This design comes from an exercise in tuning for small area and a short achievable clock period on the open sky130 flow, not from production work.
Only simulation tests tie the RTL to the original design; equivalence was not proved.
Power and IR drop assume default switching activity.

wip/violet:
// running_average
module running_average #(
  parameter N = 4,
  parameter DATAWIDTH = 32
)(
  input   wire        clk,
  input   wire        reset,
  input   wire [DATAWIDTH -1 : 0] data_i,
  output  wire [DATAWIDTH -1 : 0] average_o
);
clock: 7.0 ns
lec_check: 0
cap_margin: 20
core_margin: 2
core_utilization: 40
setup_slack_margin: 2.5
slew_margin: 20
synth_hierarchical: 1
standard.sh (not shown) runs the stock make flow with config.mk's settings and CLKGATE_MAP_FILE= SYNTH_SCRIPT=/design/flow/synth_recipe.tcl, a recipe that flattens the netlist after the stock synthesis.
==> flow/flow/run.sh <==
#!/bin/bash
set -euo pipefail
here=$(pwd)
DU_DEFAULT=$(cat flow/default_dont_use.txt)
DU_BIG=$(cat flow/big_cells.txt)
bash standard.sh DONT_USE_CELLS="$DU_DEFAULT $DU_BIG" synth > "$here/synth.log" 2>&1
args=()
if [[ -f flow/pnr_args.txt ]]; then
  while IFS= read -r line; do
    [[ -n "$line" && "$line" != \#* ]] && args+=("$line")
  done < flow/pnr_args.txt
fi
bash standard.sh "${args[@]}" finish > "$here/pnr.log" 2>&1
==> flow/flow/pnr_args.txt <==
Other scripts of this flow, unchanged in this note and not shown: flow/flow/big_cells.txt, flow/flow/default_dont_use.txt
wip/violet: done, clean on timing, DRC and antenna
Changes in wip/sierra relative to wip/violet:
# wip/violet
export LEC_CHECK = 0
export CAP_MARGIN = 20
export CORE_MARGIN = 2
export CORE_UTILIZATION = 40
export SETUP_SLACK_MARGIN = 2.5
export SLEW_MARGIN = 20
export SYNTH_HIERARCHICAL = 1
create_clock -name core_clock -period 7.0 [get_ports {clk}]
# wip/sierra
export LEC_CHECK = 0
export CAP_MARGIN = 20
export CORE_MARGIN = 2
export CORE_UTILIZATION = 40
export SETUP_SLACK_MARGIN = 2.0
export SLEW_MARGIN = 20
export SYNTH_HIERARCHICAL = 1
create_clock -name core_clock -period 7.0 [get_ports {clk}]
### Flow results
- Min fraction of power consumed by combinational cells across wip/violet and wip/sierra: wip/sierra
- Going from wip/violet to wip/sierra, sequential share of power moved down, layout net count decreased by 10 relative to the old numbers, maximum clock frequency now smaller, critical path depth went down.
- Power density of the placed cells ends up lower on wip/violet.
- Detailed router's first-iteration violation count | wip/sierra below wip/violet
- wip/violet reports its slowest cell on the critical path as dlygate4sd2_1 while wip/sierra reports clkdlybuf4s50_1.
- Looking at clock-buffer cell count, wip/sierra sits 3 lower than wip/violet does.
- | fraction of the cycle the final worst path needs | wip/sierra vs wip/violet | 7.1 points higher |
- The core utilization on wip/sierra is in line with that on wip/violet.
- Against wip/violet, sum of routed wire length over all layers in wip/sierra fell by a few percent.
Input-level comparison between wip/zinc and wip/sierra:
# wip/sierra
export LEC_CHECK = 0
export CAP_MARGIN = 20
export CORE_MARGIN = 2
export CORE_UTILIZATION = 40
export SETUP_SLACK_MARGIN = 2.0
export SLEW_MARGIN = 20
export SYNTH_HIERARCHICAL = 1
create_clock -name core_clock -period 7.0 [get_ports {clk}]
# wip/zinc
export LEC_CHECK = 0
export CAP_MARGIN = 20
export CORE_MARGIN = 2
export CORE_UTILIZATION = 60
export CTS_BUF_LIST = sky130_fd_sc_hd__clkbuf_4 sky130_fd_sc_hd__clkbuf_8
export SETUP_SLACK_MARGIN = 2.5
export SLEW_MARGIN = 20
export SYNTH_HIERARCHICAL = 1
create_clock -name core_clock -period 7.0 [get_ports {clk}]
==> flow/flow/pnr_args.txt <==
BUFFER_PORTS_ARGS=-buffer_cell sky130_fd_sc_hd__buf_2
Findings:
Worst stage delay on the critical path, wip/sierra and wip/zinc: lower on wip/zinc
Of the two values seen for uppermost metal layer occupied by signal nets, met4 was produced by wip/zinc and met5 by wip/sierra.
Going from wip/sierra to wip/zinc, area after synthesis saw little to no change, core utilization up 20 points.
wip/zinc completed every stage of the flow, and the final layout passed the timing, DRC and antenna checks.
For the hold slack, wip/zinc came in 3.3 ps higher than wip/sierra did.
Delta (wip/zinc minus wip/sierra): via count held steady, maximum frequency +0.025 GHz, combinational power share saw an increase.
wip/zinc — net switching power 4.4% lower, wip/sierra as reference
Here is what was changed in the inputs of wip/maple compared with wip/zinc.
# wip/zinc
export LEC_CHECK = 0
export CAP_MARGIN = 20
export CORE_MARGIN = 2
export CORE_UTILIZATION = 60
export CTS_BUF_LIST = sky130_fd_sc_hd__clkbuf_4 sky130_fd_sc_hd__clkbuf_8
export SETUP_SLACK_MARGIN = 2.5
export SLEW_MARGIN = 20
export SYNTH_HIERARCHICAL = 1
create_clock -name core_clock -period 7.0 [get_ports {clk}]
# wip/maple
export LEC_CHECK = 0
export CAP_MARGIN = 20
export CORE_MARGIN = 2
export CORE_UTILIZATION = 40
export CTS_BUF_LIST = sky130_fd_sc_hd__clkbuf_4 sky130_fd_sc_hd__clkbuf_8
export SETUP_SLACK_MARGIN = 1.5
export SLEW_MARGIN = 20
export SYNTH_HIERARCHICAL = 1
create_clock -name core_clock -period 7.0 [get_ports {clk}]
[summary]
Path length in cells of the critical path for wip/maple is lower than for wip/zinc. From wip/zinc to wip/maple the numbers moved as follows: maximum cell stage delay along the critical path shows an increase of 460 ps, arrival time of data at the critical path endpoint rose 770 ps, final routed wirelength across all metal layers now sits higher.
Inputs modified between wip/maple and wip/fjord:
# wip/maple
export LEC_CHECK = 0
export CAP_MARGIN = 20
export CORE_MARGIN = 2
export CORE_UTILIZATION = 40
export CTS_BUF_LIST = sky130_fd_sc_hd__clkbuf_4 sky130_fd_sc_hd__clkbuf_8
export SETUP_SLACK_MARGIN = 1.5
export SLEW_MARGIN = 20
export SYNTH_HIERARCHICAL = 1
create_clock -name core_clock -period 7.0 [get_ports {clk}]
# wip/fjord
export LEC_CHECK = 0
export CAP_MARGIN = 0
export CORE_MARGIN = 2
export CORE_UTILIZATION = 60
export CTS_BUF_LIST = sky130_fd_sc_hd__clkbuf_4 sky130_fd_sc_hd__clkbuf_8
export SETUP_SLACK_MARGIN = 2.5
export SLEW_MARGIN = 0
export SYNTH_HIERARCHICAL = 1
create_clock -name core_clock -period 7.0 [get_ports {clk}]
==> flow/flow/pnr_args.txt <==
BUFFER_PORTS_ARGS=-buffer_cell sky130_fd_sc_hd__buf_1
[summary]
Against wip/maple, wip/fjord reports a transition time at the pin with the least slew margin that is lower. For wip/maple, the uppermost layer routed was met5, unlike wip/fjord, where it was met4. [wip/fjord] met3 usage fell 0.47 points relative to wip/maple. [compare] base=wip/maple new=wip/fjord: wire length of the first global-routing pass down about 1.2%, full die area fell by 4900 um^2, minimum setup slack after placement lower, largest net degree at the start of global routing shows a reduction of about 14%, static power due to leakage lower. Summary — core utilization, wip/fjord relative to wip/maple: higher, by 24 points.
> inputs changed (wip/fjord -> wip/delta)
# wip/fjord
export LEC_CHECK = 0
export CAP_MARGIN = 0
export CORE_MARGIN = 2
export CORE_UTILIZATION = 60
export CTS_BUF_LIST = sky130_fd_sc_hd__clkbuf_4 sky130_fd_sc_hd__clkbuf_8
export SETUP_SLACK_MARGIN = 2.5
export SLEW_MARGIN = 0
export SYNTH_HIERARCHICAL = 1
create_clock -name core_clock -period 7.0 [get_ports {clk}]
# wip/delta
export LEC_CHECK = 0
export CAP_MARGIN = 20
export CORE_MARGIN = 2
export CORE_UTILIZATION = 40
export CTS_BUF_LIST = sky130_fd_sc_hd__clkbuf_4 sky130_fd_sc_hd__clkbuf_8
export SETUP_SLACK_MARGIN = 2.9
export SLEW_MARGIN = 20
export SYNTH_HIERARCHICAL = 1
create_clock -name core_clock -period 7.0 [get_ports {clk}]
==> flow/flow/pnr_args.txt <==
BUFFER_PORTS_ARGS=-buffer_cell sky130_fd_sc_hd__buf_2
Measured against each other, wip/delta and wip/fjord differ in via count of the first global-routing pass, the lower figure coming from wip/fjord.
Destination of the critical timing path: average_o[16] -> wip/fjord, average_o[20] -> wip/delta
Between wip/delta and wip/fjord, the difference in final HPWL from detailed placement is negligible.
In wip/delta, sum of routed wire length over all layers is higher than in wip/fjord.
In the tables for wip/delta and wip/fjord, power density over the cells reads lower with wip/fjord.

========
Another version of the RTL of running_average (not shown whole).
For scale: ~66 I/O pins.
## running_average
module running_average #(
  parameter N = 4,
  parameter DATAWIDTH = 32
)(
  input   wire        clk,
  input   wire        reset,
  input   wire [DATAWIDTH -1 : 0] data_i,
  output  wire [DATAWIDTH -1 : 0] average_o
);
Settings: LEC_CHECK=0, CAP_MARGIN=0, CORE_MARGIN=2, CORE_UTILIZATION=60, CTS_BUF_LIST=sky130_fd_sc_hd__clkbuf_4 sky130_fd_sc_hd__clkbuf_8, SETUP_SLACK_MARGIN=2.5, SLEW_MARGIN=0, SYNTH_HIERARCHICAL=1, TNS_END_PERCENT=20; clock period 7.0 ns.
Scripts as last shown in full above: flow/flow/run.sh
Other scripts of this flow, unchanged in this note and not shown: flow/flow/big_cells.txt, flow/flow/default_dont_use.txt, flow/flow/pnr_args.txt
Next try:
Settings changed: TNS_END_PERCENT 20 to default.
The changed run went through all stages and came out clean.
Cell area barely changes.
Clock-buffer cell count is unchanged.
Register-to-register slack improved by 0.03 ns.
Critical path depth does not change.
Global-route usage stays the same.
First-iteration DRC count went down by a few percent.
Setup slack stays flat.

========
## v6
running_average, a different RTL version from the one above (not shown whole).
For scale: about 96 flip-flops, ~66 I/O pins, about 0.0054 sq mm of cells after synthesis.
clock: 7.0 ns
lec_check: 0
cap_margin: 0
core_margin: 2
core_utilization: 60
cts_buf_list: sky130_fd_sc_hd__clkbuf_4 sky130_fd_sc_hd__clkbuf_8
setup_slack_margin: 2.6
slew_margin: 0
synth_hierarchical: 1
Scripts as last shown in full above: flow/flow/run.sh
Other scripts of this flow, unchanged in this note and not shown: flow/flow/big_cells.txt, flow/flow/default_dont_use.txt, flow/flow/pnr_args.txt
v6 closes out successfully: all stages finished, all timing, DRC and antenna checks passed.
> inputs changed (v6 -> v7)
# v6
export LEC_CHECK = 0
export CAP_MARGIN = 0
export CORE_MARGIN = 2
export CORE_UTILIZATION = 60
export CTS_BUF_LIST = sky130_fd_sc_hd__clkbuf_4 sky130_fd_sc_hd__clkbuf_8
export SETUP_SLACK_MARGIN = 2.6
export SLEW_MARGIN = 0
export SYNTH_HIERARCHICAL = 1
create_clock -name core_clock -period 7.0 [get_ports {clk}]
# v7
export LEC_CHECK = 0
export CAP_MARGIN = 0
export CORE_MARGIN = 2
export CORE_UTILIZATION = 50
export CTS_BUF_LIST = sky130_fd_sc_hd__clkbuf_4 sky130_fd_sc_hd__clkbuf_8
export SETUP_SLACK_MARGIN = 2.5
export SLEW_MARGIN = 0
export SYNTH_HIERARCHICAL = 1
create_clock -name core_clock -period 7.0 [get_ports {clk}]
==> comparison <==
Between v6 and v7, the global-route wire length before repair is lower for v6.
Total non-filler cell area in the finished layout in v7 is 2.1% below v6.
Compared to v6, v7 has layout-stage area growth over the synthesis result 2.5 points lower.
Diff v6 -> v7 | first-iteration DRC count | increase of 40
[compare] base=v6 new=v7: die width grew by 9.2%, sequential fraction of total cell area grew by 0.81 points, post-layout minimum cycle time grew by 0.083 ns.
For clock distribution area overhead in the final layout, v6 and v7 come out practically identical.
Measured against each other, v6 and v7 differ in largest fanout of any net on the critical path, the lower figure coming from v7.
Cmp v6 and v7 / global routing usage summed across all routing layers / higher: v6
Combinational cell fraction of total power was higher in v6 than in v7.

[static timing again, ports no longer ideal]
No port has a modelled driver above. Below, the same layouts with a new extraction and two added sets of constraints. Step 1 (the two cells are an assumption about what drives the block):
set clk [get_ports {clk}]
set_driving_cell -lib_cell sky130_fd_sc_hd__clkbuf_16 $clk
set_driving_cell -lib_cell sky130_fd_sc_hd__buf_2 [delete_from_list [all_inputs] $clk]
Step 2, shift: input delay + t, output delay - t, t = (earliest + latest rising clock arrival at the registers) / 2. This alone moves slack from input paths to output paths. a / b / c = ideal / step 1 / step 2; a / b = the first two.
| run | t (ns) | setup slack, ns | latest minus earliest clock arrival (ns) | slew at the worst register clock pin (ns) | cell pins on the clock port's net |
|---|---|---|---|---|---|
| wip/violet | 0.379 | 2.544 / 2.527 / 2.517 | 0.007 / 0.007 | 0.07 / 0.07 | 1 |
| wip/sierra | 0.385 | 2.048 / 2.023 / 2.023 | 0.006 / 0.007 | 0.07 / 0.07 | 1 |
| wip/zinc | 0.385 | 2.590 / 2.571 / 2.510 | 0.013 / 0.013 | 0.10 / 0.10 | 1 |
| wip/maple | 0.399 | 1.818 / 1.798 / 1.798 | 0.010 / 0.010 | 0.10 / 0.10 | 1 |
| wip/fjord | 0.389 | 2.596 / 2.574 / 2.533 | 0.016 / 0.017 | 0.10 / 0.10 | 1 |
| wip/delta | 0.411 | 2.671 / 2.627 / 2.627 | 0.010 / 0.010 | 0.09 / 0.09 | 1 |
| the first run of note 2 | 0.380 | 2.571 / 2.550 / 2.402 | 0.011 / 0.011 | 0.09 / 0.09 | 1 |
| the second run of note 2 | 0.380 | 2.573 / 2.553 / 2.433 | 0.011 / 0.011 | 0.09 / 0.09 | 1 |
| v6 | 0.382 | 2.637 / 2.601 / 2.457 | 0.010 / 0.010 | 0.10 / 0.10 | 1 |
| v7 | 0.386 | 2.554 / 2.533 / 2.533 | 0.009 / 0.009 | 0.09 / 0.09 | 1 |
After both steps setup and hold are still met in every run listed. The setup slack of v6, which loses most, moves by -0.036 ns with the drivers and by -0.180 ns with both steps.
